Background: an optimization exercise with open tools, aiming at small area and a short achievable clock period. Do not read the settings as production practice. Function was checked by simulation only, so behaviour that the tests miss may differ from the original.

`design.v`:
```
module booth_mult_top (
  input  wire        clk,
  input  wire [15:0] x,
  input  wire [15:0] y,
  output reg  [31:0] p
);
  reg  [15:0] x_q, y_q;
  wire [31:0] p_d;
  always @(posedge clk) begin
    x_q <= x;
    y_q <= y;
    p   <= p_d;
  end
  booth_mult u_mult (.p(p_d), .x(x_q), .y(y_q));
endmodule

module booth_mult (p, x, y);
input  [15:0] x, y;
output [31:0] p;
wire pp0_0;
wire pp0_1;
wire pp0_2;
wire pp0_3;
wire pp0_4;
wire pp0_5;
wire pp0_6;
wire pp0_7;
wire pp0_8;
wire pp0_9;
wire pp0_10;
wire pp0_11;
wire pp0_12;
wire pp0_13;
wire pp0_14;
wire pp0_15;
wire pp1_0;
wire pp1_1;
wire pp1_2;
wire pp1_3;
wire pp1_4;
wire pp1_5;
wire pp1_6;
wire pp1_7;
wire pp1_8;
wire pp1_9;
wire pp1_10;
wire pp1_11;
wire pp1_12;
wire pp1_13;
wire pp1_14;
wire pp1_15;
wire pp2_0;
wire pp2_1;
wire pp2_2;
wire pp2_3;
wire pp2_4;
wire pp2_5;
wire pp2_6;
wire pp2_7;
wire pp2_8;
wire pp2_9;
wire pp2_10;
wire pp2_11;
wire pp2_12;
wire pp2_13;
wire pp2_14;
wire pp2_15;
wire pp3_0;
wire pp3_1;
wire pp3_2;
wire pp3_3;
wire pp3_4;
wire pp3_5;
wire pp3_6;
wire pp3_7;
wire pp3_8;
wire pp3_9;
wire pp3_10;
wire pp3_11;
wire pp3_12;
wire pp3_13;
wire pp3_14;
wire pp3_15;
wire pp4_0;
wire pp4_1;
wire pp4_2;
wire pp4_3;
wire pp4_4;
wire pp4_5;
wire pp4_6;
wire pp4_7;
wire pp4_8;
wire pp4_9;
wire pp4_10;
wire pp4_11;
wire pp4_12;
wire pp4_13;
wire pp4_14;
wire pp4_15;
wire pp5_0;
wire pp5_1;
wire pp5_2;
wire pp5_3;
wire pp5_4;
wire pp5_5;
wire pp5_6;
wire pp5_7;
wire pp5_8;
wire pp5_9;
wire pp5_10;
wire pp5_11;
wire pp5_12;
wire pp5_13;
wire pp5_14;
wire pp5_15;
wire pp6_0;
wire pp6_1;
wire pp6_2;
wire pp6_3;
wire pp6_4;
wire pp6_5;
wire pp6_6;
wire pp6_7;
wire pp6_8;
wire pp6_9;
wire pp6_10;
wire pp6_11;
wire pp6_12;
wire pp6_13;
wire pp6_14;
wire pp6_15;
wire pp7_0;
wire pp7_1;
wire pp7_2;
wire pp7_3;
wire pp7_4;
wire pp7_5;
wire pp7_6;
wire pp7_7;
wire pp7_8;
wire pp7_9;
wire pp7_10;
wire pp7_11;
wire pp7_12;
wire pp7_13;
wire pp7_14;
wire pp7_15;
wire pp8_0;
wire pp8_1;
wire pp8_2;
wire pp8_3;
wire pp8_4;
wire pp8_5;
wire pp8_6;
wire pp8_7;
wire pp8_8;
wire pp8_9;
wire pp8_10;
wire pp8_11;
wire pp8_12;
wire pp8_13;
wire pp8_14;
wire pp8_15;
wire pp9_0;
wire pp9_1;
wire pp9_2;
wire pp9_3;
wire pp9_4;
wire pp9_5;
wire pp9_6;
wire pp9_7;
wire pp9_8;
wire pp9_9;
wire pp9_10;
wire pp9_11;
wire pp9_12;
wire pp9_13;
wire pp9_14;
wire pp9_15;
wire pp10_0;
wire pp10_1;
wire pp10_2;
wire pp10_3;
wire pp10_4;
wire pp10_5;
wire pp10_6;
wire pp10_7;
wire pp10_8;
wire pp10_9;
wire pp10_10;
wire pp10_11;
wire pp10_12;
wire pp10_13;
wire pp10_14;
wire pp10_15;
wire pp11_0;
wire pp11_1;
wire pp11_2;
wire pp11_3;
wire pp11_4;
wire pp11_5;
wire pp11_6;
wire pp11_7;
wire pp11_8;
wire pp11_9;
wire pp11_10;
wire pp11_11;
wire pp11_12;
wire pp11_13;
wire pp11_14;
wire pp11_15;
wire pp12_0;
wire pp12_1;
wire pp12_2;
wire pp12_3;
wire pp12_4;
wire pp12_5;
wire pp12_6;
wire pp12_7;
wire pp12_8;
wire pp12_9;
wire pp12_10;
wire pp12_11;
wire pp12_12;
wire pp12_13;
wire pp12_14;
wire pp12_15;
wire pp13_0;
wire pp13_1;
wire pp13_2;
wire pp13_3;
wire pp13_4;
wire pp13_5;
wire pp13_6;
wire pp13_7;
wire pp13_8;
wire pp13_9;
wire pp13_10;
wire pp13_11;
wire pp13_12;
wire pp13_13;
wire pp13_14;
wire pp13_15;
wire pp14_0;
wire pp14_1;
wire pp14_2;
wire pp14_3;
wire pp14_4;
wire pp14_5;
wire pp14_6;
wire pp14_7;
wire pp14_8;
wire pp14_9;
wire pp14_10;
wire pp14_11;
wire pp14_12;
wire pp14_13;
wire pp14_14;
wire pp14_15;
wire pp15_0;
wire pp15_1;
wire pp15_2;
wire pp15_3;
wire pp15_4;
wire pp15_5;
wire pp15_6;
wire pp15_7;
wire pp15_8;
wire pp15_9;
wire pp15_10;
wire pp15_11;
wire pp15_12;
wire pp15_13;
wire pp15_14;
wire pp15_15;
wire s1;
wire c2;
wire s3;
wire c4;
wire s5;
wire c6;
wire s7;
wire c8;
wire s9;
wire c10;
wire s11;
wire c12;
wire s13;
wire c14;
wire s15;
wire c16;
wire s17;
wire c18;
wire s19;
wire c20;
wire s21;
wire c22;
wire s23;
wire c24;
wire s25;
wire c26;
wire s27;
wire c28;
wire s29;
wire c30;
wire s31;
wire c32;
wire s33;
wire c34;
wire s35;
wire c36;
wire s37;
wire c38;
wire s39;
wire c40;
wire s41;
wire c42;
wire s43;
wire c44;
wire s45;
wire c46;
wire s47;
wire c48;
wire s49;
wire c50;
wire s51;
wire c52;
wire s53;
wire c54;
wire s55;
wire c56;
wire s57;
wire c58;
wire s59;
wire c60;
wire s61;
wire c62;
wire s63;
wire c64;
wire s65;
wire c66;
wire s67;
wire c68;
wire s69;
wire c70;
wire s71;
wire c72;
wire s73;
wire c74;
wire s75;
wire c76;
wire s77;
wire c78;
wire s79;
wire c80;
wire s81;
wire c82;
wire s83;
wire c84;
wire s85;
wire c86;
wire s87;
wire c88;
wire s89;
wire c90;
wire s91;
wire c92;
wire s93;
wire c94;
wire s95;
wire c96;
wire s97;
wire c98;
wire s99;
wire c100;
wire s101;
wire c102;
wire s103;
wire c104;
wire s105;
wire c106;
wire s107;
wire c108;
wire s109;
wire c110;
wire s111;
wire c112;
wire s113;
wire c114;
wire s115;
wire c116;
wire s117;
wire c118;
wire s119;
wire c120;
wire s121;
wire c122;
wire s123;
wire c124;
wire s125;
wire c126;
wire s127;
wire c128;
wire s129;
wire c130;
wire s131;
wire c132;
wire s133;
wire c134;
wire s135;
wire c136;
wire s137;
wire c138;
wire s139;
wire c140;
wire s141;
wire c142;
wire s143;
wire c144;
wire s145;
wire c146;
wire s147;
wire c148;
wire s149;
wire c150;
wire s151;
wire c152;
wire s153;
wire c154;
wire s155;
wire c156;
wire s157;
wire c158;
wire s159;
wire c160;
wire s161;
wire c162;
wire s163;
wire c164;
wire s165;
wire c166;
wire s167;
wire c168;
wire s169;
wire c170;
wire s171;
wire c172;
wire s173;
wire c174;
wire s175;
wire c176;
wire s177;
wire c178;
wire s179;
wire c180;
wire s181;
wire c182;
wire s183;
wire c184;
wire s185;
wire c186;
wire s187;
wire c188;
wire s189;
wire c190;
wire s191;
wire c192;
wire s193;
wire c194;
wire s195;
wire c196;
wire s197;
wire c198;
wire s199;
wire c200;
wire s201;
wire c202;
wire s203;
wire c204;
wire s205;
wire c206;
wire s207;
wire c208;
wire s209;
wire c210;
wire s211;
wire c212;
wire s213;
wire c214;
wire s215;
wire c216;
wire s217;
wire c218;
wire s219;
wire c220;
wire s221;
wire c222;
wire s223;
wire c224;
wire s225;
wire c226;
wire s227;
wire c228;
wire s229;
wire c230;
wire s231;
wire c232;
wire s233;
wire c234;
wire s235;
wire c236;
wire s237;
wire c238;
wire s239;
wire c240;
wire s241;
wire c242;
wire s243;
wire c244;
wire s245;
wire c246;
wire s247;
wire c248;
wire s249;
wire c250;
wire s251;
wire c252;
wire s253;
wire c254;
wire s255;
wire c256;
wire s257;
wire c258;
wire s259;
wire c260;
wire s261;
wire c262;
wire s263;
wire c264;
wire s265;
wire c266;
wire s267;
wire c268;
wire s269;
wire c270;
wire s271;
wire c272;
wire s273;
wire c274;
wire s275;
wire c276;
wire s277;
wire c278;
wire s279;
wire c280;
wire s281;
wire c282;
wire s283;
wire c284;
wire s285;
wire c286;
wire s287;
wire c288;
wire s289;
wire c290;
wire s291;
wire c292;
wire s293;
wire c294;
wire s295;
wire c296;
wire s297;
wire c298;
wire s299;
wire c300;
wire s301;
wire c302;
wire s303;
wire c304;
wire s305;
wire c306;
wire s307;
wire c308;
wire s309;
wire c310;
wire s311;
wire c312;
wire s313;
wire c314;
wire s315;
wire c316;
wire s317;
wire c318;
wire s319;
wire c320;
wire s321;
wire c322;
wire s323;
wire c324;
wire s325;
wire c326;
wire s327;
wire c328;
wire s329;
wire c330;
wire s331;
wire c332;
wire s333;
wire c334;
wire s335;
wire c336;
wire s337;
wire c338;
wire s339;
wire c340;
wire s341;
wire c342;
wire s343;
wire c344;
wire s345;
wire c346;
wire s347;
wire c348;
wire s349;
wire c350;
wire s351;
wire c352;
wire s353;
wire c354;
wire s355;
wire c356;
wire s357;
wire c358;
wire s359;
wire c360;
wire s361;
wire c362;
wire s363;
wire c364;
wire s365;
wire c366;
wire s367;
wire c368;
wire s369;
wire c370;
wire s371;
wire c372;
wire s373;
wire c374;
wire s375;
wire c376;
wire s377;
wire c378;
wire s379;
wire c380;
wire s381;
wire c382;
wire s383;
wire c384;
wire s385;
wire c386;
wire s387;
wire c388;
wire s389;
wire c390;
wire s391;
wire c392;
wire s393;
wire c394;
wire s395;
wire c396;
wire s397;
wire c398;
wire s399;
wire c400;
wire s401;
wire c402;
wire s403;
wire c404;
wire s405;
wire c406;
wire s407;
wire c408;
wire s409;
wire c410;
wire s411;
wire c412;
wire s413;
wire c414;
wire s415;
wire c416;
wire s417;
wire c418;
wire s419;
wire c420;
assign pp0_0 = x[0] & y[0];
assign pp0_1 = x[1] & y[0];
assign pp0_2 = x[2] & y[0];
assign pp0_3 = x[3] & y[0];
assign pp0_4 = x[4] & y[0];
assign pp0_5 = x[5] & y[0];
assign pp0_6 = x[6] & y[0];
assign pp0_7 = x[7] & y[0];
assign pp0_8 = x[8] & y[0];
assign pp0_9 = x[9] & y[0];
assign pp0_10 = x[10] & y[0];
assign pp0_11 = x[11] & y[0];
assign pp0_12 = x[12] & y[0];
assign pp0_13 = x[13] & y[0];
assign pp0_14 = x[14] & y[0];
assign pp0_15 = ~(x[15] & y[0]);
assign pp1_0 = x[0] & y[1];
assign pp1_1 = x[1] & y[1];
assign pp1_2 = x[2] & y[1];
assign pp1_3 = x[3] & y[1];
assign pp1_4 = x[4] & y[1];
assign pp1_5 = x[5] & y[1];
assign pp1_6 = x[6] & y[1];
assign pp1_7 = x[7] & y[1];
assign pp1_8 = x[8] & y[1];
assign pp1_9 = x[9] & y[1];
assign pp1_10 = x[10] & y[1];
assign pp1_11 = x[11] & y[1];
assign pp1_12 = x[12] & y[1];
assign pp1_13 = x[13] & y[1];
assign pp1_14 = x[14] & y[1];
assign pp1_15 = ~(x[15] & y[1]);
assign pp2_0 = x[0] & y[2];
assign pp2_1 = x[1] & y[2];
assign pp2_2 = x[2] & y[2];
assign pp2_3 = x[3] & y[2];
assign pp2_4 = x[4] & y[2];
assign pp2_5 = x[5] & y[2];
assign pp2_6 = x[6] & y[2];
assign pp2_7 = x[7] & y[2];
assign pp2_8 = x[8] & y[2];
assign pp2_9 = x[9] & y[2];
assign pp2_10 = x[10] & y[2];
assign pp2_11 = x[11] & y[2];
assign pp2_12 = x[12] & y[2];
assign pp2_13 = x[13] & y[2];
assign pp2_14 = x[14] & y[2];
assign pp2_15 = ~(x[15] & y[2]);
assign pp3_0 = x[0] & y[3];
assign pp3_1 = x[1] & y[3];
assign pp3_2 = x[2] & y[3];
assign pp3_3 = x[3] & y[3];
assign pp3_4 = x[4] & y[3];
assign pp3_5 = x[5] & y[3];
assign pp3_6 = x[6] & y[3];
assign pp3_7 = x[7] & y[3];
assign pp3_8 = x[8] & y[3];
assign pp3_9 = x[9] & y[3];
assign pp3_10 = x[10] & y[3];
assign pp3_11 = x[11] & y[3];
assign pp3_12 = x[12] & y[3];
assign pp3_13 = x[13] & y[3];
assign pp3_14 = x[14] & y[3];
assign pp3_15 = ~(x[15] & y[3]);
assign pp4_0 = x[0] & y[4];
assign pp4_1 = x[1] & y[4];
assign pp4_2 = x[2] & y[4];
assign pp4_3 = x[3] & y[4];
assign pp4_4 = x[4] & y[4];
assign pp4_5 = x[5] & y[4];
assign pp4_6 = x[6] & y[4];
assign pp4_7 = x[7] & y[4];
assign pp4_8 = x[8] & y[4];
assign pp4_9 = x[9] & y[4];
assign pp4_10 = x[10] & y[4];
assign pp4_11 = x[11] & y[4];
assign pp4_12 = x[12] & y[4];
assign pp4_13 = x[13] & y[4];
assign pp4_14 = x[14] & y[4];
assign pp4_15 = ~(x[15] & y[4]);
assign pp5_0 = x[0] & y[5];
assign pp5_1 = x[1] & y[5];
assign pp5_2 = x[2] & y[5];
assign pp5_3 = x[3] & y[5];
assign pp5_4 = x[4] & y[5];
assign pp5_5 = x[5] & y[5];
assign pp5_6 = x[6] & y[5];
assign pp5_7 = x[7] & y[5];
assign pp5_8 = x[8] & y[5];
assign pp5_9 = x[9] & y[5];
assign pp5_10 = x[10] & y[5];
assign pp5_11 = x[11] & y[5];
assign pp5_12 = x[12] & y[5];
assign pp5_13 = x[13] & y[5];
assign pp5_14 = x[14] & y[5];
assign pp5_15 = ~(x[15] & y[5]);
assign pp6_0 = x[0] & y[6];
assign pp6_1 = x[1] & y[6];
assign pp6_2 = x[2] & y[6];
assign pp6_3 = x[3] & y[6];
assign pp6_4 = x[4] & y[6];
assign pp6_5 = x[5] & y[6];
assign pp6_6 = x[6] & y[6];
assign pp6_7 = x[7] & y[6];
assign pp6_8 = x[8] & y[6];
assign pp6_9 = x[9] & y[6];
assign pp6_10 = x[10] & y[6];
assign pp6_11 = x[11] & y[6];
assign pp6_12 = x[12] & y[6];
assign pp6_13 = x[13] & y[6];
assign pp6_14 = x[14] & y[6];
assign pp6_15 = ~(x[15] & y[6]);
assign pp7_0 = x[0] & y[7];
assign pp7_1 = x[1] & y[7];
assign pp7_2 = x[2] & y[7];
assign pp7_3 = x[3] & y[7];
assign pp7_4 = x[4] & y[7];
assign pp7_5 = x[5] & y[7];
assign pp7_6 = x[6] & y[7];
assign pp7_7 = x[7] & y[7];
assign pp7_8 = x[8] & y[7];
assign pp7_9 = x[9] & y[7];
assign pp7_10 = x[10] & y[7];
assign pp7_11 = x[11] & y[7];
assign pp7_12 = x[12] & y[7];
assign pp7_13 = x[13] & y[7];
assign pp7_14 = x[14] & y[7];
assign pp7_15 = ~(x[15] & y[7]);
assign pp8_0 = x[0] & y[8];
assign pp8_1 = x[1] & y[8];
assign pp8_2 = x[2] & y[8];
assign pp8_3 = x[3] & y[8];
assign pp8_4 = x[4] & y[8];
assign pp8_5 = x[5] & y[8];
assign pp8_6 = x[6] & y[8];
assign pp8_7 = x[7] & y[8];
assign pp8_8 = x[8] & y[8];
assign pp8_9 = x[9] & y[8];
assign pp8_10 = x[10] & y[8];
assign pp8_11 = x[11] & y[8];
assign pp8_12 = x[12] & y[8];
assign pp8_13 = x[13] & y[8];
assign pp8_14 = x[14] & y[8];
assign pp8_15 = ~(x[15] & y[8]);
assign pp9_0 = x[0] & y[9];
assign pp9_1 = x[1] & y[9];
assign pp9_2 = x[2] & y[9];
assign pp9_3 = x[3] & y[9];
assign pp9_4 = x[4] & y[9];
assign pp9_5 = x[5] & y[9];
assign pp9_6 = x[6] & y[9];
assign pp9_7 = x[7] & y[9];
assign pp9_8 = x[8] & y[9];
assign pp9_9 = x[9] & y[9];
assign pp9_10 = x[10] & y[9];
assign pp9_11 = x[11] & y[9];
assign pp9_12 = x[12] & y[9];
assign pp9_13 = x[13] & y[9];
assign pp9_14 = x[14] & y[9];
assign pp9_15 = ~(x[15] & y[9]);
assign pp10_0 = x[0] & y[10];
assign pp10_1 = x[1] & y[10];
assign pp10_2 = x[2] & y[10];
assign pp10_3 = x[3] & y[10];
assign pp10_4 = x[4] & y[10];
assign pp10_5 = x[5] & y[10];
assign pp10_6 = x[6] & y[10];
assign pp10_7 = x[7] & y[10];
assign pp10_8 = x[8] & y[10];
assign pp10_9 = x[9] & y[10];
assign pp10_10 = x[10] & y[10];
assign pp10_11 = x[11] & y[10];
assign pp10_12 = x[12] & y[10];
assign pp10_13 = x[13] & y[10];
assign pp10_14 = x[14] & y[10];
assign pp10_15 = ~(x[15] & y[10]);
assign pp11_0 = x[0] & y[11];
assign pp11_1 = x[1] & y[11];
assign pp11_2 = x[2] & y[11];
assign pp11_3 = x[3] & y[11];
assign pp11_4 = x[4] & y[11];
assign pp11_5 = x[5] & y[11];
assign pp11_6 = x[6] & y[11];
assign pp11_7 = x[7] & y[11];
assign pp11_8 = x[8] & y[11];
assign pp11_9 = x[9] & y[11];
assign pp11_10 = x[10] & y[11];
assign pp11_11 = x[11] & y[11];
assign pp11_12 = x[12] & y[11];
assign pp11_13 = x[13] & y[11];
assign pp11_14 = x[14] & y[11];
assign pp11_15 = ~(x[15] & y[11]);
assign pp12_0 = x[0] & y[12];
assign pp12_1 = x[1] & y[12];
assign pp12_2 = x[2] & y[12];
assign pp12_3 = x[3] & y[12];
assign pp12_4 = x[4] & y[12];
assign pp12_5 = x[5] & y[12];
assign pp12_6 = x[6] & y[12];
assign pp12_7 = x[7] & y[12];
assign pp12_8 = x[8] & y[12];
assign pp12_9 = x[9] & y[12];
assign pp12_10 = x[10] & y[12];
assign pp12_11 = x[11] & y[12];
assign pp12_12 = x[12] & y[12];
assign pp12_13 = x[13] & y[12];
assign pp12_14 = x[14] & y[12];
assign pp12_15 = ~(x[15] & y[12]);
assign pp13_0 = x[0] & y[13];
assign pp13_1 = x[1] & y[13];
assign pp13_2 = x[2] & y[13];
assign pp13_3 = x[3] & y[13];
assign pp13_4 = x[4] & y[13];
assign pp13_5 = x[5] & y[13];
assign pp13_6 = x[6] & y[13];
assign pp13_7 = x[7] & y[13];
assign pp13_8 = x[8] & y[13];
assign pp13_9 = x[9] & y[13];
assign pp13_10 = x[10] & y[13];
assign pp13_11 = x[11] & y[13];
assign pp13_12 = x[12] & y[13];
assign pp13_13 = x[13] & y[13];
assign pp13_14 = x[14] & y[13];
assign pp13_15 = ~(x[15] & y[13]);
assign pp14_0 = x[0] & y[14];
assign pp14_1 = x[1] & y[14];
assign pp14_2 = x[2] & y[14];
assign pp14_3 = x[3] & y[14];
assign pp14_4 = x[4] & y[14];
assign pp14_5 = x[5] & y[14];
assign pp14_6 = x[6] & y[14];
assign pp14_7 = x[7] & y[14];
assign pp14_8 = x[8] & y[14];
assign pp14_9 = x[9] & y[14];
assign pp14_10 = x[10] & y[14];
assign pp14_11 = x[11] & y[14];
assign pp14_12 = x[12] & y[14];
assign pp14_13 = x[13] & y[14];
assign pp14_14 = x[14] & y[14];
assign pp14_15 = ~(x[15] & y[14]);
assign pp15_0 = ~(x[0] & y[15]);
assign pp15_1 = ~(x[1] & y[15]);
assign pp15_2 = ~(x[2] & y[15]);
assign pp15_3 = ~(x[3] & y[15]);
assign pp15_4 = ~(x[4] & y[15]);
assign pp15_5 = ~(x[5] & y[15]);
assign pp15_6 = ~(x[6] & y[15]);
assign pp15_7 = ~(x[7] & y[15]);
assign pp15_8 = ~(x[8] & y[15]);
assign pp15_9 = ~(x[9] & y[15]);
assign pp15_10 = ~(x[10] & y[15]);
assign pp15_11 = ~(x[11] & y[15]);
assign pp15_12 = ~(x[12] & y[15]);
assign pp15_13 = ~(x[13] & y[15]);
assign pp15_14 = ~(x[14] & y[15]);
assign pp15_15 = x[15] & y[15];
assign s1 = pp0_13 ^ pp1_12;
assign c2 = pp0_13 & pp1_12;
assign s3 = pp0_14 ^ pp1_13 ^ pp2_12;
assign c4 = (pp0_14 & pp1_13) | (pp0_14 & pp2_12) | (pp1_13 & pp2_12);
assign s5 = pp3_11 ^ pp4_10;
assign c6 = pp3_11 & pp4_10;
assign s7 = pp0_15 ^ pp1_14 ^ pp2_13;
assign c8 = (pp0_15 & pp1_14) | (pp0_15 & pp2_13) | (pp1_14 & pp2_13);
assign s9 = pp3_12 ^ pp4_11 ^ pp5_10;
assign c10 = (pp3_12 & pp4_11) | (pp3_12 & pp5_10) | (pp4_11 & pp5_10);
assign s11 = pp6_9 ^ pp7_8;
assign c12 = pp6_9 & pp7_8;
assign s13 = pp1_15 ^ pp2_14 ^ pp3_13;
assign c14 = (pp1_15 & pp2_14) | (pp1_15 & pp3_13) | (pp2_14 & pp3_13);
assign s15 = pp4_12 ^ pp5_11 ^ pp6_10;
assign c16 = (pp4_12 & pp5_11) | (pp4_12 & pp6_10) | (pp5_11 & pp6_10);
assign s17 = pp7_9 ^ pp8_8 ^ pp9_7;
assign c18 = (pp7_9 & pp8_8) | (pp7_9 & pp9_7) | (pp8_8 & pp9_7);
assign s19 = pp2_15 ^ pp3_14 ^ pp4_13;
assign c20 = (pp2_15 & pp3_14) | (pp2_15 & pp4_13) | (pp3_14 & pp4_13);
assign s21 = pp5_12 ^ pp6_11 ^ pp7_10;
assign c22 = (pp5_12 & pp6_11) | (pp5_12 & pp7_10) | (pp6_11 & pp7_10);
assign s23 = pp3_15 ^ pp4_14 ^ pp5_13;
assign c24 = (pp3_15 & pp4_14) | (pp3_15 & pp5_13) | (pp4_14 & pp5_13);
assign s25 = pp0_9 ^ pp1_8;
assign c26 = pp0_9 & pp1_8;
assign s27 = pp0_10 ^ pp1_9 ^ pp2_8;
assign c28 = (pp0_10 & pp1_9) | (pp0_10 & pp2_8) | (pp1_9 & pp2_8);
assign s29 = pp3_7 ^ pp4_6;
assign c30 = pp3_7 & pp4_6;
assign s31 = pp0_11 ^ pp1_10 ^ pp2_9;
assign c32 = (pp0_11 & pp1_10) | (pp0_11 & pp2_9) | (pp1_10 & pp2_9);
assign s33 = pp3_8 ^ pp4_7 ^ pp5_6;
assign c34 = (pp3_8 & pp4_7) | (pp3_8 & pp5_6) | (pp4_7 & pp5_6);
assign s35 = pp6_5 ^ pp7_4;
assign c36 = pp6_5 & pp7_4;
assign s37 = pp0_12 ^ pp1_11 ^ pp2_10;
assign c38 = (pp0_12 & pp1_11) | (pp0_12 & pp2_10) | (pp1_11 & pp2_10);
assign s39 = pp3_9 ^ pp4_8 ^ pp5_7;
assign c40 = (pp3_9 & pp4_8) | (pp3_9 & pp5_7) | (pp4_8 & pp5_7);
assign s41 = pp6_6 ^ pp7_5 ^ pp8_4;
assign c42 = (pp6_6 & pp7_5) | (pp6_6 & pp8_4) | (pp7_5 & pp8_4);
assign s43 = pp9_3 ^ pp10_2;
assign c44 = pp9_3 & pp10_2;
assign s45 = pp2_11 ^ pp3_10 ^ pp4_9;
assign c46 = (pp2_11 & pp3_10) | (pp2_11 & pp4_9) | (pp3_10 & pp4_9);
assign s47 = pp5_8 ^ pp6_7 ^ pp7_6;
assign c48 = (pp5_8 & pp6_7) | (pp5_8 & pp7_6) | (pp6_7 & pp7_6);
assign s49 = pp8_5 ^ pp9_4 ^ pp10_3;
assign c50 = (pp8_5 & pp9_4) | (pp8_5 & pp10_3) | (pp9_4 & pp10_3);
assign s51 = pp11_2 ^ pp12_1 ^ pp13_0;
assign c52 = (pp11_2 & pp12_1) | (pp11_2 & pp13_0) | (pp12_1 & pp13_0);
assign s53 = pp5_9 ^ pp6_8 ^ pp7_7;
assign c54 = (pp5_9 & pp6_8) | (pp5_9 & pp7_7) | (pp6_8 & pp7_7);
assign s55 = pp8_6 ^ pp9_5 ^ pp10_4;
assign c56 = (pp8_6 & pp9_5) | (pp8_6 & pp10_4) | (pp9_5 & pp10_4);
assign s57 = pp11_3 ^ pp12_2 ^ pp13_1;
assign c58 = (pp11_3 & pp12_2) | (pp11_3 & pp13_1) | (pp12_2 & pp13_1);
assign s59 = pp14_0 ^ s3 ^ s5;
assign c60 = (pp14_0 & s3) | (pp14_0 & s5) | (s3 & s5);
assign s61 = pp8_7 ^ pp9_6 ^ pp10_5;
assign c62 = (pp8_7 & pp9_6) | (pp8_7 & pp10_5) | (pp9_6 & pp10_5);
assign s63 = pp11_4 ^ pp12_3 ^ pp13_2;
assign c64 = (pp11_4 & pp12_3) | (pp11_4 & pp13_2) | (pp12_3 & pp13_2);
assign s65 = pp14_1 ^ pp15_0 ^ s7;
assign c66 = (pp14_1 & pp15_0) | (pp14_1 & s7) | (pp15_0 & s7);
assign s67 = s9 ^ s11 ^ c4;
assign c68 = (s9 & s11) | (s9 & c4) | (s11 & c4);
assign s69 = pp10_6 ^ pp11_5 ^ pp12_4;
assign c70 = (pp10_6 & pp11_5) | (pp10_6 & pp12_4) | (pp11_5 & pp12_4);
assign s71 = pp13_3 ^ pp14_2 ^ pp15_1;
assign c72 = (pp13_3 & pp14_2) | (pp13_3 & pp15_1) | (pp14_2 & pp15_1);
assign s73 = 1'b1 ^ s13 ^ s15;
assign c74 = (1'b1 & s13) | (1'b1 & s15) | (s13 & s15);
assign s75 = s17 ^ c8 ^ c10;
assign c76 = (s17 & c8) | (s17 & c10) | (c8 & c10);
assign s77 = pp8_9 ^ pp9_8 ^ pp10_7;
assign c78 = (pp8_9 & pp9_8) | (pp8_9 & pp10_7) | (pp9_8 & pp10_7);
assign s79 = pp11_6 ^ pp12_5 ^ pp13_4;
assign c80 = (pp11_6 & pp12_5) | (pp11_6 & pp13_4) | (pp12_5 & pp13_4);
assign s81 = pp14_3 ^ pp15_2 ^ s19;
assign c82 = (pp14_3 & pp15_2) | (pp14_3 & s19) | (pp15_2 & s19);
assign s83 = s21 ^ c14 ^ c16;
assign c84 = (s21 & c14) | (s21 & c16) | (c14 & c16);
assign s85 = pp6_12 ^ pp7_11 ^ pp8_10;
assign c86 = (pp6_12 & pp7_11) | (pp6_12 & pp8_10) | (pp7_11 & pp8_10);
assign s87 = pp9_9 ^ pp10_8 ^ pp11_7;
assign c88 = (pp9_9 & pp10_8) | (pp9_9 & pp11_7) | (pp10_8 & pp11_7);
assign s89 = pp12_6 ^ pp13_5 ^ pp14_4;
assign c90 = (pp12_6 & pp13_5) | (pp12_6 & pp14_4) | (pp13_5 & pp14_4);
assign s91 = pp15_3 ^ s23 ^ c20;
assign c92 = (pp15_3 & s23) | (pp15_3 & c20) | (s23 & c20);
assign s93 = pp4_15 ^ pp5_14 ^ pp6_13;
assign c94 = (pp4_15 & pp5_14) | (pp4_15 & pp6_13) | (pp5_14 & pp6_13);
assign s95 = pp7_12 ^ pp8_11 ^ pp9_10;
assign c96 = (pp7_12 & pp8_11) | (pp7_12 & pp9_10) | (pp8_11 & pp9_10);
assign s97 = pp10_9 ^ pp11_8 ^ pp12_7;
assign c98 = (pp10_9 & pp11_8) | (pp10_9 & pp12_7) | (pp11_8 & pp12_7);
assign s99 = pp13_6 ^ pp14_5 ^ pp15_4;
assign c100 = (pp13_6 & pp14_5) | (pp13_6 & pp15_4) | (pp14_5 & pp15_4);
assign s101 = pp5_15 ^ pp6_14 ^ pp7_13;
assign c102 = (pp5_15 & pp6_14) | (pp5_15 & pp7_13) | (pp6_14 & pp7_13);
assign s103 = pp8_12 ^ pp9_11 ^ pp10_10;
assign c104 = (pp8_12 & pp9_11) | (pp8_12 & pp10_10) | (pp9_11 & pp10_10);
assign s105 = pp11_9 ^ pp12_8 ^ pp13_7;
assign c106 = (pp11_9 & pp12_8) | (pp11_9 & pp13_7) | (pp12_8 & pp13_7);
assign s107 = pp6_15 ^ pp7_14 ^ pp8_13;
assign c108 = (pp6_15 & pp7_14) | (pp6_15 & pp8_13) | (pp7_14 & pp8_13);
assign s109 = pp9_12 ^ pp10_11 ^ pp11_10;
assign c110 = (pp9_12 & pp10_11) | (pp9_12 & pp11_10) | (pp10_11 & pp11_10);
assign s111 = pp7_15 ^ pp8_14 ^ pp9_13;
assign c112 = (pp7_15 & pp8_14) | (pp7_15 & pp9_13) | (pp8_14 & pp9_13);
assign s113 = pp0_6 ^ pp1_5;
assign c114 = pp0_6 & pp1_5;
assign s115 = pp0_7 ^ pp1_6 ^ pp2_5;
assign c116 = (pp0_7 & pp1_6) | (pp0_7 & pp2_5) | (pp1_6 & pp2_5);
assign s117 = pp3_4 ^ pp4_3;
assign c118 = pp3_4 & pp4_3;
assign s119 = pp0_8 ^ pp1_7 ^ pp2_6;
assign c120 = (pp0_8 & pp1_7) | (pp0_8 & pp2_6) | (pp1_7 & pp2_6);
assign s121 = pp3_5 ^ pp4_4 ^ pp5_3;
assign c122 = (pp3_5 & pp4_4) | (pp3_5 & pp5_3) | (pp4_4 & pp5_3);
assign s123 = pp6_2 ^ pp7_1;
assign c124 = pp6_2 & pp7_1;
assign s125 = pp2_7 ^ pp3_6 ^ pp4_5;
assign c126 = (pp2_7 & pp3_6) | (pp2_7 & pp4_5) | (pp3_6 & pp4_5);
assign s127 = pp5_4 ^ pp6_3 ^ pp7_2;
assign c128 = (pp5_4 & pp6_3) | (pp5_4 & pp7_2) | (pp6_3 & pp7_2);
assign s129 = pp8_1 ^ pp9_0 ^ s25;
assign c130 = (pp8_1 & pp9_0) | (pp8_1 & s25) | (pp9_0 & s25);
assign s131 = pp5_5 ^ pp6_4 ^ pp7_3;
assign c132 = (pp5_5 & pp6_4) | (pp5_5 & pp7_3) | (pp6_4 & pp7_3);
assign s133 = pp8_2 ^ pp9_1 ^ pp10_0;
assign c134 = (pp8_2 & pp9_1) | (pp8_2 & pp10_0) | (pp9_1 & pp10_0);
assign s135 = s27 ^ s29 ^ c26;
assign c136 = (s27 & s29) | (s27 & c26) | (s29 & c26);
assign s137 = pp8_3 ^ pp9_2 ^ pp10_1;
assign c138 = (pp8_3 & pp9_2) | (pp8_3 & pp10_1) | (pp9_2 & pp10_1);
assign s139 = pp11_0 ^ s31 ^ s33;
assign c140 = (pp11_0 & s31) | (pp11_0 & s33) | (s31 & s33);
assign s141 = s35 ^ c28 ^ c30;
assign c142 = (s35 & c28) | (s35 & c30) | (c28 & c30);
assign s143 = pp11_1 ^ pp12_0 ^ s37;
assign c144 = (pp11_1 & pp12_0) | (pp11_1 & s37) | (pp12_0 & s37);
assign s145 = s39 ^ s41 ^ s43;
assign c146 = (s39 & s41) | (s39 & s43) | (s41 & s43);
assign s147 = c32 ^ c34 ^ c36;
assign c148 = (c32 & c34) | (c32 & c36) | (c34 & c36);
assign s149 = s1 ^ s45 ^ s47;
assign c150 = (s1 & s45) | (s1 & s47) | (s45 & s47);
assign s151 = s49 ^ s51 ^ c38;
assign c152 = (s49 & s51) | (s49 & c38) | (s51 & c38);
assign s153 = c40 ^ c42 ^ c44;
assign c154 = (c40 & c42) | (c40 & c44) | (c42 & c44);
assign s155 = c2 ^ s53 ^ s55;
assign c156 = (c2 & s53) | (c2 & s55) | (s53 & s55);
assign s157 = s57 ^ s59 ^ c46;
assign c158 = (s57 & s59) | (s57 & c46) | (s59 & c46);
assign s159 = c48 ^ c50 ^ c52;
assign c160 = (c48 & c50) | (c48 & c52) | (c50 & c52);
assign s161 = c6 ^ s61 ^ s63;
assign c162 = (c6 & s61) | (c6 & s63) | (s61 & s63);
assign s163 = s65 ^ s67 ^ c54;
assign c164 = (s65 & s67) | (s65 & c54) | (s67 & c54);
assign s165 = c56 ^ c58 ^ c60;
assign c166 = (c56 & c58) | (c56 & c60) | (c58 & c60);
assign s167 = c12 ^ s69 ^ s71;
assign c168 = (c12 & s69) | (c12 & s71) | (s69 & s71);
assign s169 = s73 ^ s75 ^ c62;
assign c170 = (s73 & s75) | (s73 & c62) | (s75 & c62);
assign s171 = c64 ^ c66 ^ c68;
assign c172 = (c64 & c66) | (c64 & c68) | (c66 & c68);
assign s173 = c18 ^ s77 ^ s79;
assign c174 = (c18 & s77) | (c18 & s79) | (s77 & s79);
assign s175 = s81 ^ s83 ^ c70;
assign c176 = (s81 & s83) | (s81 & c70) | (s83 & c70);
assign s177 = c72 ^ c74 ^ c76;
assign c178 = (c72 & c74) | (c72 & c76) | (c74 & c76);
assign s179 = c22 ^ s85 ^ s87;
assign c180 = (c22 & s85) | (c22 & s87) | (s85 & s87);
assign s181 = s89 ^ s91 ^ c78;
assign c182 = (s89 & s91) | (s89 & c78) | (s91 & c78);
assign s183 = c80 ^ c82 ^ c84;
assign c184 = (c80 & c82) | (c80 & c84) | (c82 & c84);
assign s185 = c24 ^ s93 ^ s95;
assign c186 = (c24 & s93) | (c24 & s95) | (s93 & s95);
assign s187 = s97 ^ s99 ^ c86;
assign c188 = (s97 & s99) | (s97 & c86) | (s99 & c86);
assign s189 = c88 ^ c90 ^ c92;
assign c190 = (c88 & c90) | (c88 & c92) | (c90 & c92);
assign s191 = pp14_6 ^ pp15_5 ^ s101;
assign c192 = (pp14_6 & pp15_5) | (pp14_6 & s101) | (pp15_5 & s101);
assign s193 = s103 ^ s105 ^ c94;
assign c194 = (s103 & s105) | (s103 & c94) | (s105 & c94);
assign s195 = c96 ^ c98 ^ c100;
assign c196 = (c96 & c98) | (c96 & c100) | (c98 & c100);
assign s197 = pp12_9 ^ pp13_8 ^ pp14_7;
assign c198 = (pp12_9 & pp13_8) | (pp12_9 & pp14_7) | (pp13_8 & pp14_7);
assign s199 = pp15_6 ^ s107 ^ s109;
assign c200 = (pp15_6 & s107) | (pp15_6 & s109) | (s107 & s109);
assign s201 = c102 ^ c104 ^ c106;
assign c202 = (c102 & c104) | (c102 & c106) | (c104 & c106);
assign s203 = pp10_12 ^ pp11_11 ^ pp12_10;
assign c204 = (pp10_12 & pp11_11) | (pp10_12 & pp12_10) | (pp11_11 & pp12_10);
assign s205 = pp13_9 ^ pp14_8 ^ pp15_7;
assign c206 = (pp13_9 & pp14_8) | (pp13_9 & pp15_7) | (pp14_8 & pp15_7);
assign s207 = s111 ^ c108 ^ c110;
assign c208 = (s111 & c108) | (s111 & c110) | (c108 & c110);
assign s209 = pp8_15 ^ pp9_14 ^ pp10_13;
assign c210 = (pp8_15 & pp9_14) | (pp8_15 & pp10_13) | (pp9_14 & pp10_13);
assign s211 = pp11_12 ^ pp12_11 ^ pp13_10;
assign c212 = (pp11_12 & pp12_11) | (pp11_12 & pp13_10) | (pp12_11 & pp13_10);
assign s213 = pp14_9 ^ pp15_8 ^ c112;
assign c214 = (pp14_9 & pp15_8) | (pp14_9 & c112) | (pp15_8 & c112);
assign s215 = pp9_15 ^ pp10_14 ^ pp11_13;
assign c216 = (pp9_15 & pp10_14) | (pp9_15 & pp11_13) | (pp10_14 & pp11_13);
assign s217 = pp12_12 ^ pp13_11 ^ pp14_10;
assign c218 = (pp12_12 & pp13_11) | (pp12_12 & pp14_10) | (pp13_11 & pp14_10);
assign s219 = pp10_15 ^ pp11_14 ^ pp12_13;
assign c220 = (pp10_15 & pp11_14) | (pp10_15 & pp12_13) | (pp11_14 & pp12_13);
assign s221 = pp0_4 ^ pp1_3;
assign c222 = pp0_4 & pp1_3;
assign s223 = pp0_5 ^ pp1_4 ^ pp2_3;
assign c224 = (pp0_5 & pp1_4) | (pp0_5 & pp2_3) | (pp1_4 & pp2_3);
assign s225 = pp3_2 ^ pp4_1;
assign c226 = pp3_2 & pp4_1;
assign s227 = pp2_4 ^ pp3_3 ^ pp4_2;
assign c228 = (pp2_4 & pp3_3) | (pp2_4 & pp4_2) | (pp3_3 & pp4_2);
assign s229 = pp5_1 ^ pp6_0 ^ s113;
assign c230 = (pp5_1 & pp6_0) | (pp5_1 & s113) | (pp6_0 & s113);
assign s231 = pp5_2 ^ pp6_1 ^ pp7_0;
assign c232 = (pp5_2 & pp6_1) | (pp5_2 & pp7_0) | (pp6_1 & pp7_0);
assign s233 = s115 ^ s117 ^ c114;
assign c234 = (s115 & s117) | (s115 & c114) | (s117 & c114);
assign s235 = pp8_0 ^ s119 ^ s121;
assign c236 = (pp8_0 & s119) | (pp8_0 & s121) | (s119 & s121);
assign s237 = s123 ^ c116 ^ c118;
assign c238 = (s123 & c116) | (s123 & c118) | (c116 & c118);
assign s239 = s125 ^ s127 ^ s129;
assign c240 = (s125 & s127) | (s125 & s129) | (s127 & s129);
assign s241 = c120 ^ c122 ^ c124;
assign c242 = (c120 & c122) | (c120 & c124) | (c122 & c124);
assign s243 = s131 ^ s133 ^ s135;
assign c244 = (s131 & s133) | (s131 & s135) | (s133 & s135);
assign s245 = c126 ^ c128 ^ c130;
assign c246 = (c126 & c128) | (c126 & c130) | (c128 & c130);
assign s247 = s137 ^ s139 ^ s141;
assign c248 = (s137 & s139) | (s137 & s141) | (s139 & s141);
assign s249 = c132 ^ c134 ^ c136;
assign c250 = (c132 & c134) | (c132 & c136) | (c134 & c136);
assign s251 = s143 ^ s145 ^ s147;
assign c252 = (s143 & s145) | (s143 & s147) | (s145 & s147);
assign s253 = c138 ^ c140 ^ c142;
assign c254 = (c138 & c140) | (c138 & c142) | (c140 & c142);
assign s255 = s149 ^ s151 ^ s153;
assign c256 = (s149 & s151) | (s149 & s153) | (s151 & s153);
assign s257 = c144 ^ c146 ^ c148;
assign c258 = (c144 & c146) | (c144 & c148) | (c146 & c148);
assign s259 = s155 ^ s157 ^ s159;
assign c260 = (s155 & s157) | (s155 & s159) | (s157 & s159);
assign s261 = c150 ^ c152 ^ c154;
assign c262 = (c150 & c152) | (c150 & c154) | (c152 & c154);
assign s263 = s161 ^ s163 ^ s165;
assign c264 = (s161 & s163) | (s161 & s165) | (s163 & s165);
assign s265 = c156 ^ c158 ^ c160;
assign c266 = (c156 & c158) | (c156 & c160) | (c158 & c160);
assign s267 = s167 ^ s169 ^ s171;
assign c268 = (s167 & s169) | (s167 & s171) | (s169 & s171);
assign s269 = c162 ^ c164 ^ c166;
assign c270 = (c162 & c164) | (c162 & c166) | (c164 & c166);
assign s271 = s173 ^ s175 ^ s177;
assign c272 = (s173 & s175) | (s173 & s177) | (s175 & s177);
assign s273 = c168 ^ c170 ^ c172;
assign c274 = (c168 & c170) | (c168 & c172) | (c170 & c172);
assign s275 = s179 ^ s181 ^ s183;
assign c276 = (s179 & s181) | (s179 & s183) | (s181 & s183);
assign s277 = c174 ^ c176 ^ c178;
assign c278 = (c174 & c176) | (c174 & c178) | (c176 & c178);
assign s279 = s185 ^ s187 ^ s189;
assign c280 = (s185 & s187) | (s185 & s189) | (s187 & s189);
assign s281 = c180 ^ c182 ^ c184;
assign c282 = (c180 & c182) | (c180 & c184) | (c182 & c184);
assign s283 = s191 ^ s193 ^ s195;
assign c284 = (s191 & s193) | (s191 & s195) | (s193 & s195);
assign s285 = c186 ^ c188 ^ c190;
assign c286 = (c186 & c188) | (c186 & c190) | (c188 & c190);
assign s287 = s197 ^ s199 ^ s201;
assign c288 = (s197 & s199) | (s197 & s201) | (s199 & s201);
assign s289 = c192 ^ c194 ^ c196;
assign c290 = (c192 & c194) | (c192 & c196) | (c194 & c196);
assign s291 = s203 ^ s205 ^ s207;
assign c292 = (s203 & s205) | (s203 & s207) | (s205 & s207);
assign s293 = c198 ^ c200 ^ c202;
assign c294 = (c198 & c200) | (c198 & c202) | (c200 & c202);
assign s295 = s209 ^ s211 ^ s213;
assign c296 = (s209 & s211) | (s209 & s213) | (s211 & s213);
assign s297 = c204 ^ c206 ^ c208;
assign c298 = (c204 & c206) | (c204 & c208) | (c206 & c208);
assign s299 = pp15_9 ^ s215 ^ s217;
assign c300 = (pp15_9 & s215) | (pp15_9 & s217) | (s215 & s217);
assign s301 = c210 ^ c212 ^ c214;
assign c302 = (c210 & c212) | (c210 & c214) | (c212 & c214);
assign s303 = pp13_12 ^ pp14_11 ^ pp15_10;
assign c304 = (pp13_12 & pp14_11) | (pp13_12 & pp15_10) | (pp14_11 & pp15_10);
assign s305 = s219 ^ c216 ^ c218;
assign c306 = (s219 & c216) | (s219 & c218) | (c216 & c218);
assign s307 = pp11_15 ^ pp12_14 ^ pp13_13;
assign c308 = (pp11_15 & pp12_14) | (pp11_15 & pp13_13) | (pp12_14 & pp13_13);
assign s309 = pp14_12 ^ pp15_11 ^ c220;
assign c310 = (pp14_12 & pp15_11) | (pp14_12 & c220) | (pp15_11 & c220);
assign s311 = pp12_15 ^ pp13_14 ^ pp14_13;
assign c312 = (pp12_15 & pp13_14) | (pp12_15 & pp14_13) | (pp13_14 & pp14_13);
assign s313 = pp0_3 ^ pp1_2;
assign c314 = pp0_3 & pp1_2;
assign s315 = pp2_2 ^ pp3_1 ^ pp4_0;
assign c316 = (pp2_2 & pp3_1) | (pp2_2 & pp4_0) | (pp3_1 & pp4_0);
assign s317 = pp5_0 ^ s223 ^ s225;
assign c318 = (pp5_0 & s223) | (pp5_0 & s225) | (s223 & s225);
assign s319 = s227 ^ s229 ^ c224;
assign c320 = (s227 & s229) | (s227 & c224) | (s229 & c224);
assign s321 = s231 ^ s233 ^ c228;
assign c322 = (s231 & s233) | (s231 & c228) | (s233 & c228);
assign s323 = s235 ^ s237 ^ c232;
assign c324 = (s235 & s237) | (s235 & c232) | (s237 & c232);
assign s325 = s239 ^ s241 ^ c236;
assign c326 = (s239 & s241) | (s239 & c236) | (s241 & c236);
assign s327 = s243 ^ s245 ^ c240;
assign c328 = (s243 & s245) | (s243 & c240) | (s245 & c240);
assign s329 = s247 ^ s249 ^ c244;
assign c330 = (s247 & s249) | (s247 & c244) | (s249 & c244);
assign s331 = s251 ^ s253 ^ c248;
assign c332 = (s251 & s253) | (s251 & c248) | (s253 & c248);
assign s333 = s255 ^ s257 ^ c252;
assign c334 = (s255 & s257) | (s255 & c252) | (s257 & c252);
assign s335 = s259 ^ s261 ^ c256;
assign c336 = (s259 & s261) | (s259 & c256) | (s261 & c256);
assign s337 = s263 ^ s265 ^ c260;
assign c338 = (s263 & s265) | (s263 & c260) | (s265 & c260);
assign s339 = s267 ^ s269 ^ c264;
assign c340 = (s267 & s269) | (s267 & c264) | (s269 & c264);
assign s341 = s271 ^ s273 ^ c268;
assign c342 = (s271 & s273) | (s271 & c268) | (s273 & c268);
assign s343 = s275 ^ s277 ^ c272;
assign c344 = (s275 & s277) | (s275 & c272) | (s277 & c272);
assign s345 = s279 ^ s281 ^ c276;
assign c346 = (s279 & s281) | (s279 & c276) | (s281 & c276);
assign s347 = s283 ^ s285 ^ c280;
assign c348 = (s283 & s285) | (s283 & c280) | (s285 & c280);
assign s349 = s287 ^ s289 ^ c284;
assign c350 = (s287 & s289) | (s287 & c284) | (s289 & c284);
assign s351 = s291 ^ s293 ^ c288;
assign c352 = (s291 & s293) | (s291 & c288) | (s293 & c288);
assign s353 = s295 ^ s297 ^ c292;
assign c354 = (s295 & s297) | (s295 & c292) | (s297 & c292);
assign s355 = s299 ^ s301 ^ c296;
assign c356 = (s299 & s301) | (s299 & c296) | (s301 & c296);
assign s357 = s303 ^ s305 ^ c300;
assign c358 = (s303 & s305) | (s303 & c300) | (s305 & c300);
assign s359 = s307 ^ s309 ^ c304;
assign c360 = (s307 & s309) | (s307 & c304) | (s309 & c304);
assign s361 = pp15_12 ^ s311 ^ c308;
assign c362 = (pp15_12 & s311) | (pp15_12 & c308) | (s311 & c308);
assign s363 = pp13_15 ^ pp14_14 ^ pp15_13;
assign c364 = (pp13_15 & pp14_14) | (pp13_15 & pp15_13) | (pp14_14 & pp15_13);
assign s365 = pp0_2 ^ pp1_1;
assign c366 = pp0_2 & pp1_1;
assign s367 = pp2_1 ^ pp3_0 ^ s313;
assign c368 = (pp2_1 & pp3_0) | (pp2_1 & s313) | (pp3_0 & s313);
assign s369 = s221 ^ s315 ^ c314;
assign c370 = (s221 & s315) | (s221 & c314) | (s315 & c314);
assign s371 = c222 ^ s317 ^ c316;
assign c372 = (c222 & s317) | (c222 & c316) | (s317 & c316);
assign s373 = c226 ^ s319 ^ c318;
assign c374 = (c226 & s319) | (c226 & c318) | (s319 & c318);
assign s375 = c230 ^ s321 ^ c320;
assign c376 = (c230 & s321) | (c230 & c320) | (s321 & c320);
assign s377 = c234 ^ s323 ^ c322;
assign c378 = (c234 & s323) | (c234 & c322) | (s323 & c322);
assign s379 = c238 ^ s325 ^ c324;
assign c380 = (c238 & s325) | (c238 & c324) | (s325 & c324);
assign s381 = c242 ^ s327 ^ c326;
assign c382 = (c242 & s327) | (c242 & c326) | (s327 & c326);
assign s383 = c246 ^ s329 ^ c328;
assign c384 = (c246 & s329) | (c246 & c328) | (s329 & c328);
assign s385 = c250 ^ s331 ^ c330;
assign c386 = (c250 & s331) | (c250 & c330) | (s331 & c330);
assign s387 = c254 ^ s333 ^ c332;
assign c388 = (c254 & s333) | (c254 & c332) | (s333 & c332);
assign s389 = c258 ^ s335 ^ c334;
assign c390 = (c258 & s335) | (c258 & c334) | (s335 & c334);
assign s391 = c262 ^ s337 ^ c336;
assign c392 = (c262 & s337) | (c262 & c336) | (s337 & c336);
assign s393 = c266 ^ s339 ^ c338;
assign c394 = (c266 & s339) | (c266 & c338) | (s339 & c338);
assign s395 = c270 ^ s341 ^ c340;
assign c396 = (c270 & s341) | (c270 & c340) | (s341 & c340);
assign s397 = c274 ^ s343 ^ c342;
assign c398 = (c274 & s343) | (c274 & c342) | (s343 & c342);
assign s399 = c278 ^ s345 ^ c344;
assign c400 = (c278 & s345) | (c278 & c344) | (s345 & c344);
assign s401 = c282 ^ s347 ^ c346;
assign c402 = (c282 & s347) | (c282 & c346) | (s347 & c346);
assign s403 = c286 ^ s349 ^ c348;
assign c404 = (c286 & s349) | (c286 & c348) | (s349 & c348);
assign s405 = c290 ^ s351 ^ c350;
assign c406 = (c290 & s351) | (c290 & c350) | (s351 & c350);
assign s407 = c294 ^ s353 ^ c352;
assign c408 = (c294 & s353) | (c294 & c352) | (s353 & c352);
assign s409 = c298 ^ s355 ^ c354;
assign c410 = (c298 & s355) | (c298 & c354) | (s355 & c354);
assign s411 = c302 ^ s357 ^ c356;
assign c412 = (c302 & s357) | (c302 & c356) | (s357 & c356);
assign s413 = c306 ^ s359 ^ c358;
assign c414 = (c306 & s359) | (c306 & c358) | (s359 & c358);
assign s415 = c310 ^ s361 ^ c360;
assign c416 = (c310 & s361) | (c310 & c360) | (s361 & c360);
assign s417 = c312 ^ s363 ^ c362;
assign c418 = (c312 & s363) | (c312 & c362) | (s363 & c362);
assign s419 = pp14_15 ^ pp15_14 ^ c364;
assign c420 = (pp14_15 & pp15_14) | (pp14_15 & c364) | (pp15_14 & c364);
wire [31:0] ra = {1'b1, pp15_15, s419, s417, s415, s413, s411, s409, s407, s405, s403, s401, s399, s397, s395, s393, s391, s389, s387, s385, s383, s381, s379, s377, s375, s373, s371, s369, s367, pp2_0, pp0_1, pp0_0};
wire [31:0] rb = {1'b0, c420, c418, c416, c414, c412, c410, c408, c406, c404, c402, c400, c398, c396, c394, c392, c390, c388, c386, c384, c382, c380, c378, c376, c374, c372, c370, c368, c366, s365, pp1_0, 1'b0};
assign p = ra + rb;
endmodule
```
`run.sh`:
```
#!/bin/bash
# synth_recipe.tcl (not shown) runs the flow's synth.tcl, then flattens the netlist and writes it again
# the make line also repeats each setting of config.mk as NAME=value (left out here)
make -C /OpenROAD-flow-scripts/flow DESIGN_CONFIG=/design/flow/config.mk WORK_HOME=/design/flow/orfs CLKGATE_MAP_FILE= SYNTH_SCRIPT=/design/flow/synth_recipe.tcl finish
```
`config.mk`:
```
export PLATFORM = sky130hd
export DESIGN_NAME = booth_mult_top
export DESIGN_NICKNAME = booth_mult_top
export VERILOG_FILES = /design/flow/design.v
export SDC_FILE = /design/flow/constraint.sdc
export NUM_CORES = 4
export LEC_CHECK = 0
export CAP_MARGIN = 20
export CORE_MARGIN = 2
export CORE_UTILIZATION = 40
export SETUP_SLACK_MARGIN = 3
export SLEW_MARGIN = 20
```
`constraint.sdc`:
```
create_clock -name core_clock -period 8.5 [get_ports {clk}]
set_input_delay 1.7000 -clock core_clock [delete_from_list [all_inputs] [get_ports {clk}]]
set_output_delay 1.7000 -clock core_clock [all_outputs]
set_load 0.01 [all_outputs]
```
==> impl_metrics.toml, run 1 <==
[status]
outcome = "complete, no violations"

[route]
drc = 0
avgRoutedWirePerCell_um = 17.60
drt-vias-per-instance = 5.010
wirelength_mm = 23.10
drt_iter0_markers = 221
vias = 6573
dr.pass1.iters = 4
ant_nets = 0

[clock_tree]
cts.sinks = 64
clk_latency_ns = 0.35
clock_path_buffers = 2
cts_root_buffer = "clkbuf_16"
cts_made_buffers = 9
cts_tree = "built"
clk_pin_slew_ns = 0.07
cts_max_level = 3

[synthesis]
yosysTopAreaCellShare_pct = 42.68
async_flop_share_pct = 0
ys_types = 49
ys_seq_area_share_pct = 13.94
synth_common_cells = "fa_1 (196), and2_1 (181), inv_1 (177)"
synth_edf_count = 0
synth_area_leaders = "fa_1 (43%), dfxtp_1 (14%), and2_1 (12%), inv_1 (7.2%), ha_1 (6.1%)"
syn-mean-instance-area_sq_um = 9.567
yosysWarnings = 1
synth_most_common_cell = "fa_1"
synthesis.nets = 1235
synthesis.area_sq_mm = 0.009194
synth_ff_type = "dfxtp_1"
ys_seq_elements = 64
syn_inst = 961
yosysTopAreaCell = "fa_1"

[timing]
hold_viol = 0
drv_slew = 0
skew_ns = 0.01230
fmax_ghz = 0.1889
tightest_slew_ns = 0.6773
fin_crit_sh_pct = 62.26
whs_ns = 0.6751
slew_headroom_pct = 54.78
min_period_ns = 5.292
setup_slack_ns = 3.208
grt_setup_unrepaired = "true"
fin_tns_setup_ns = 0
setup_violations = 0

[setup_path]
critical_path_class = "reg -> reg"
worstPathRequired_ns = 8.78
cp_slowest_cell = "fa_1"
cp_max_fo = 9
cpPeakStageDelay_ns = 0.54
end_kind = "flop"
crit_path_frequent_cell = "fa_1"
arrival_ns = 5.58
startpoint_type = "flop"
cp_cell_sequence = "and2_1, fa_1, inv_1, fa_1, inv_1, fa_1, fa_1, fa_1, fa_1, ha_2, a21oi_2, o21ai_1, nor2b_4, a211oi_4, o31ai_4, a41oi_2, xnor2_1"

[run]
maxCapViolations = 0

[grt]
antenna_found_initial = 0
grt_pass1_wl_mm = 38.80
overflow = 0
track_usage_pct = 20.98
grt_pass1_vias = 7339
grt_max_degree = 17

[finish]
nNetsFinal = 1297
area_growth_syn_to_layout_pct = 16.33
fill_cells = 2168
diodes = 0
drive_gt1_share_pct = 9.250
fin_area_sq_mm = 0.01070

[placed_design]
place.gp.congestion = 0.8612
post_dp_cell_area_sq_mm = 0.01003
port_buffers = 64
dp_slack_ns = 2.694
place_hpwl_mm = 17.28

[floorplan]
dieWidth_um = 155.6
start_util_pct = 40.73
die_h_um = 155.6
num_rows = 55
die_area_sq_mm = 0.02421
io-pin-count = 65
core_sq_mm = 0.02257

[hold_path]
min-delay-path-class = "reg -> reg"
-- state kept, by name, indices dropped and copies added, names as in the netlist --
| register | count |
|---|---|
| x_q | 16 |
| p | 32 |
| y_q | 16 |
-- cell families (layout without fill, tap and decap cells) --
kind of cell	count (synthesis)	in the layout	share of synthesized area (%)
xor gates and xnor gates	28	28	2.667
buffers and inverters	216	282	9.254
DFF	64	64	13.94
and+or+nand+nor	330	330	19.33
AOI/OAI and AO/OA	82	82	6.015
adders and majority gates	241	241	48.80
-- area by class of cell --
class	instances	area, sq um	area share [%]
Clock buffer	11	252.7	2.363
Clock inverter	4	53.80	0.5030
Inverter	177	664.4	6.212
Multi-Input combinational cell	681	7144	66.80
Sequential cell	64	1363	12.74
Tap cell	285	356.6	3.334
Timing Repair Buffer	90	860.8	8.049
-- final timing paths --
| kind | start | endpoint | slack [ns] | cells after the start |
|---|---|---|---|---|
| max reg2reg | x_q[9] | p[29] | 3.21 | 17 |
| max | x_q[9] | p[29] | 3.21 | 17 |
| min reg2reg | x_q[0] | p[0] | 0.68 | 2 |
| min | x_q[0] | p[0] | 0.68 | 2 |
-- what timing repair did --
item	4_1_cts	5_1_grt
setup endpoints to repair	11	13
buffers inserted	0	23
gates resized for setup	26	40
hold endpoints to repair	0	0
hold buffers	0	0
pin swaps	1	0
-- critical path, delay by kind of cell, from the launching register on --
kind / cells / cell delay [ns]
AO/OA/AOI/OAI: 5 / 0.87
XOR/XNOR: 1 / 0.13
adder cells (fa/ha/maj): 7 / 3.41
buffers and inverters: 2 / 0.12
flip-flops: 1 / 0.38
AND/OR/NAND/NOR: 2 / 0.33
-- cell usage in the layout, fill, tap and decap left out, drive strengths merged, types with 3 or more instances in the layout --
master / Yosys / routed
a21o: 5 / 5
a21oi: 35 / 35
and2: 182 / 182
buf: 5 / 26
clkbuf: 34 / 11
clkdlybuf4s50: 0 / 64
dfxtp: 64 / 64
fa: 196 / 196
ha: 45 / 45
inv: 177 / 177
nand2: 101 / 101
nand3: 6 / 6
nand4: 7 / 7
nor2: 16 / 16
nor2b: 6 / 6
nor3: 8 / 8
o21a: 3 / 3
o21ai: 18 / 18
o221ai: 3 / 3
xnor2: 19 / 19
xor2: 9 / 9
-- per-layer routing --
layer  GRT usage, %  vias to the layer above  wire, um
met2          37.38                      145     12050
met1          26.25                     3391      9458
li1               -                     2998         -
met4          7.427                        0       741
met5              0                        -         0
met3          2.639                       39       843
-- metrics by stage --
| step | utilization, % | std cells |
|---|---|---|
| after detailed placement | 44.42 | 1274 |
| after global routing | 47.38 | 1312 |
| after global placement | 44.42 | 1274 |
| after floorplan | - | 961 |
| after CTS | 45.96 | 1289 |
| final | 47.38 | 1312 |
==> run 2, diff against run 1 <==
--- a/config.mk
+++ b/config.mk
@@ -6,4 +6,5 @@
 export NUM_CORES = 4
 export LEC_CHECK = 0
+export ABC_AREA = 1
 export CAP_MARGIN = 20
 export CORE_MARGIN = 2
==> run 2 against run 1 <==
  * Highest routed layer unchanged
  * Critical path type unchanged
  * Final area up 6.0%
  * Sequential cell count unchanged
  * First-iteration DRC count up 110%
  * Synthesized cell count up 45%
  * Fmax up 2.4%
==> impl_metrics.toml, run 2 <==
[status]
outcome = "complete, no violations"

[floorplan]
core_sq_mm = 0.02511
die_area_sq_mm = 0.02675
dieWidth_um = 163.6
die_h_um = 163.6
io-pin-count = 65
start_util_pct = 40.55
num_rows = 58

[clock_tree]
clk_pin_slew_ns = 0.06
clk_latency_ns = 0.35
cts.sinks = 64
cts_root_buffer = "clkbuf_16"
clock_path_buffers = 2
cts_max_level = 3
cts_tree = "built"
cts_made_buffers = 9
cts_hold_buf = 0
post-cts-setup-buffers = 0

[synthesis]
yosysWarnings = 1
syn_inst = 1397
synth_edf_count = 0
synth_most_common_cell = "inv_1"
syn-mean-instance-area_sq_um = 7.289
ys_types = 22
ys_seq_elements = 64
synth_common_cells = "inv_1 (443), nand2_1 (439), fa_1 (196)"
synthesis.area_sq_mm = 0.01018
yosysTopAreaCellShare_pct = 38.54
ys_seq_area_share_pct = 12.58
async_flop_share_pct = 0
yosysTopAreaCell = "fa_1"
synthesis.nets = 1671
synth_area_leaders = "fa_1 (39%), inv_1 (16%), nand2_1 (16%), dfxtp_1 (13%), ha_1 (5.5%)"
synth_ff_type = "dfxtp_1"

[run]
maxCapViolations = 0

[finish]
final_cell_mix = "inv_1 (443), nand2_1 (439), fa_1 (196)"
largest_register_ff_count = 32
fill_cells = 2594
largest-register = "p"
area_growth_syn_to_layout_pct = 11.34
final_util_pct = 45.15
fin_area_sq_mm = 0.01134
diodes = 0
layout_commonest_cell = "inv_1"
drive_gt1_share_pct = 5.367
nNetsFinal = 1685
top_regs = "p (32), x_q (16), y_q (16)"
fin_cells = 1746

[grt]
grt_pass1_vias = 8485
antenna_found_initial = 0
track_usage_pct = 21.88
overflow = 0
grt_max_degree = 17
grt_pass1_wl_mm = 44.59

[setup_path]
r2r_end = "p[28]"
critical_path_class = "reg -> reg"
cp_max_fo = 16
reg2reg_from = "x_q[15]"
worstPathRequired_ns = 8.74
arrival_ns = 5.41
end_kind = "flop"
rrSetupSlack_ns = 3.33
startpoint = "x_q[15]"
rr_worst_depth = 18
startpoint_type = "flop"

[timing]
hold_viol = 0
drv_slew = 0
min_period_ns = 5.171
skew_ns = 0.009390
setup_violations = 0
setup_slack_ns = 3.329
tightest_slew_ns = 0.8457
fin_crit_sh_pct = 60.83
fin_tns_setup_ns = 0
fmax_ghz = 0.1934
grt_setup_unrepaired = "false"
slew_headroom_pct = 43.54

[route]
drt-vias-per-instance = 4.573
avgRoutedWirePerCell_um = 15.10
ant_nets = 0
drc = 0
drt_iter0_markers = 460
dr.pass1.iters = 5
wirelength_mm = 26.36
vias = 7984

[placed_design]
dp_slack_ns = 2.940
post_dp_cell_area_sq_mm = 0.01102
place_hpwl_mm = 20.39
post-place-cells = 1730
port_buffers = 64
place.gp.congestion = 0.8691

[hold_path]
hold_end = "p[0]"
whs_path_depth = 2
holdCritStartpoint = "y_q[0]"
min-delay-path-class = "reg -> reg"
## run 2: changes by cell type in the layout (fill, tap and decap cells not counted), sizes merged, moves of 6 or more
| cell | change |
|---|---|
| and2 | -182 |
| o21ai | -17 |
| buf | -23 |
| a21oi | -14 |
| nand3 | +22 |
| inv | +269 |
| xnor2 | -19 |
| nor2 | +25 |
| nor2b | -6 |
| nand2 | +355 |
| xor2 | +6 |
## run 2: per-stage QoR
stage          hold WS [ns]
6_report             0.6157
5_1_grt              0.6721
4_1_cts              0.7479
3_5_place_dp         0.7377
3_3_place_gp         0.7215
2_1_floorplan        0.5673
## run 2: area by class of cell
class | instances | area, sq um | area share, %
flip-flops and latches | 64 | 1315 | 11.60
clock inverters | 4 | 28.78 | 0.2538
well taps | 330 | 412.9 | 3.642
inverters | 446 | 1674 | 14.77
repair buffers | 67 | 663.1 | 5.849
multi-input cells | 823 | 6987 | 61.63
clock buffers | 12 | 256.5 | 2.262
## run 2: worst max path at each step
stage | end | slack, ns
2_1_floorplan | p[28] | 3.40
3_3_place_gp | p[24] | 2.99
3_5_place_dp | p[24] | 2.94
4_1_cts | p[24] | 3.02
5_1_grt | p[24] | 3.00
6_report | p[28] | 3.33
## run 2: what timing repair did
item | 4_1_cts | 5_1_grt
resized for setup | 3 | 20
gates cloned | 0 | 0
pin swaps | 0 | 0
endpoints found under the setup margin | 6 | 17
## run 2: worst max-delay path: stages (launching register included)
cell     delay, ns
dfxtp_2       0.54
nand2_1       0.13
fa_1          0.55
inv_1         0.05
fa_1          0.49
inv_1         0.05
fa_1          0.49
fa_1          0.51
fa_1          0.58
fa_1          0.42
ha_1          0.38
nand2_2       0.14
inv_1         0.05
a21oi_1       0.21
nand2_1       0.11
a21oi_1       0.17
nand2_1       0.07
nand2_1       0.06
nand2_1       0.04
## run 2: cell families after synthesis
| kind of cell | Yosys count | share of synthesized area, % |
|---|---|---|
| AOI/OAI and AO/OA | 26 | 1.487 |
| xor gates and xnor gates | 15 | 1.290 |
| DFF | 64 | 12.58 |
| buffers and inverters | 510 | 18.80 |
| and+or+nand+nor | 541 | 21.77 |
| adders and majority gates | 241 | 44.06 |
## run 2: metal layers
layer / track usage (%) / up-vias / wire [um]
met4: 5.423 / 0 / 457
met1: 28.14 / 3887 / 11180
met2: 39.09 / 216 / 13120
met3: 2.743 / 31 / 1593
met5: 0 / - / 0
li1: - / 3850 / -

[separate check: timing with driven ports]
No port has a modelled driver above. Below, the same layouts with a new extraction and two added sets of constraints. Step 1 (the two cells are an assumption about what drives the block):
set clk [get_ports {clk}]
set_driving_cell -lib_cell sky130_fd_sc_hd__clkbuf_16 $clk
set_driving_cell -lib_cell sky130_fd_sc_hd__buf_2 [delete_from_list [all_inputs] $clk]
Step 2 moves the port delays by t, midway between the first and last clock arrival at a register: inputs arrive t later, outputs are due t later. That takes back most of the time a late clock gives input paths. Three values: no drivers, after step 1, after step 2; two values: the first two.
run | t (ns) | slack for setup (ns) | cell pins on the clock port's net
run 1 | 0.390 | 3.208 / 3.208 / 3.208 | 1
run 2 | 0.390 | 3.329 / 3.329 / 3.329 | 1
After both steps every run listed still meets setup and hold.
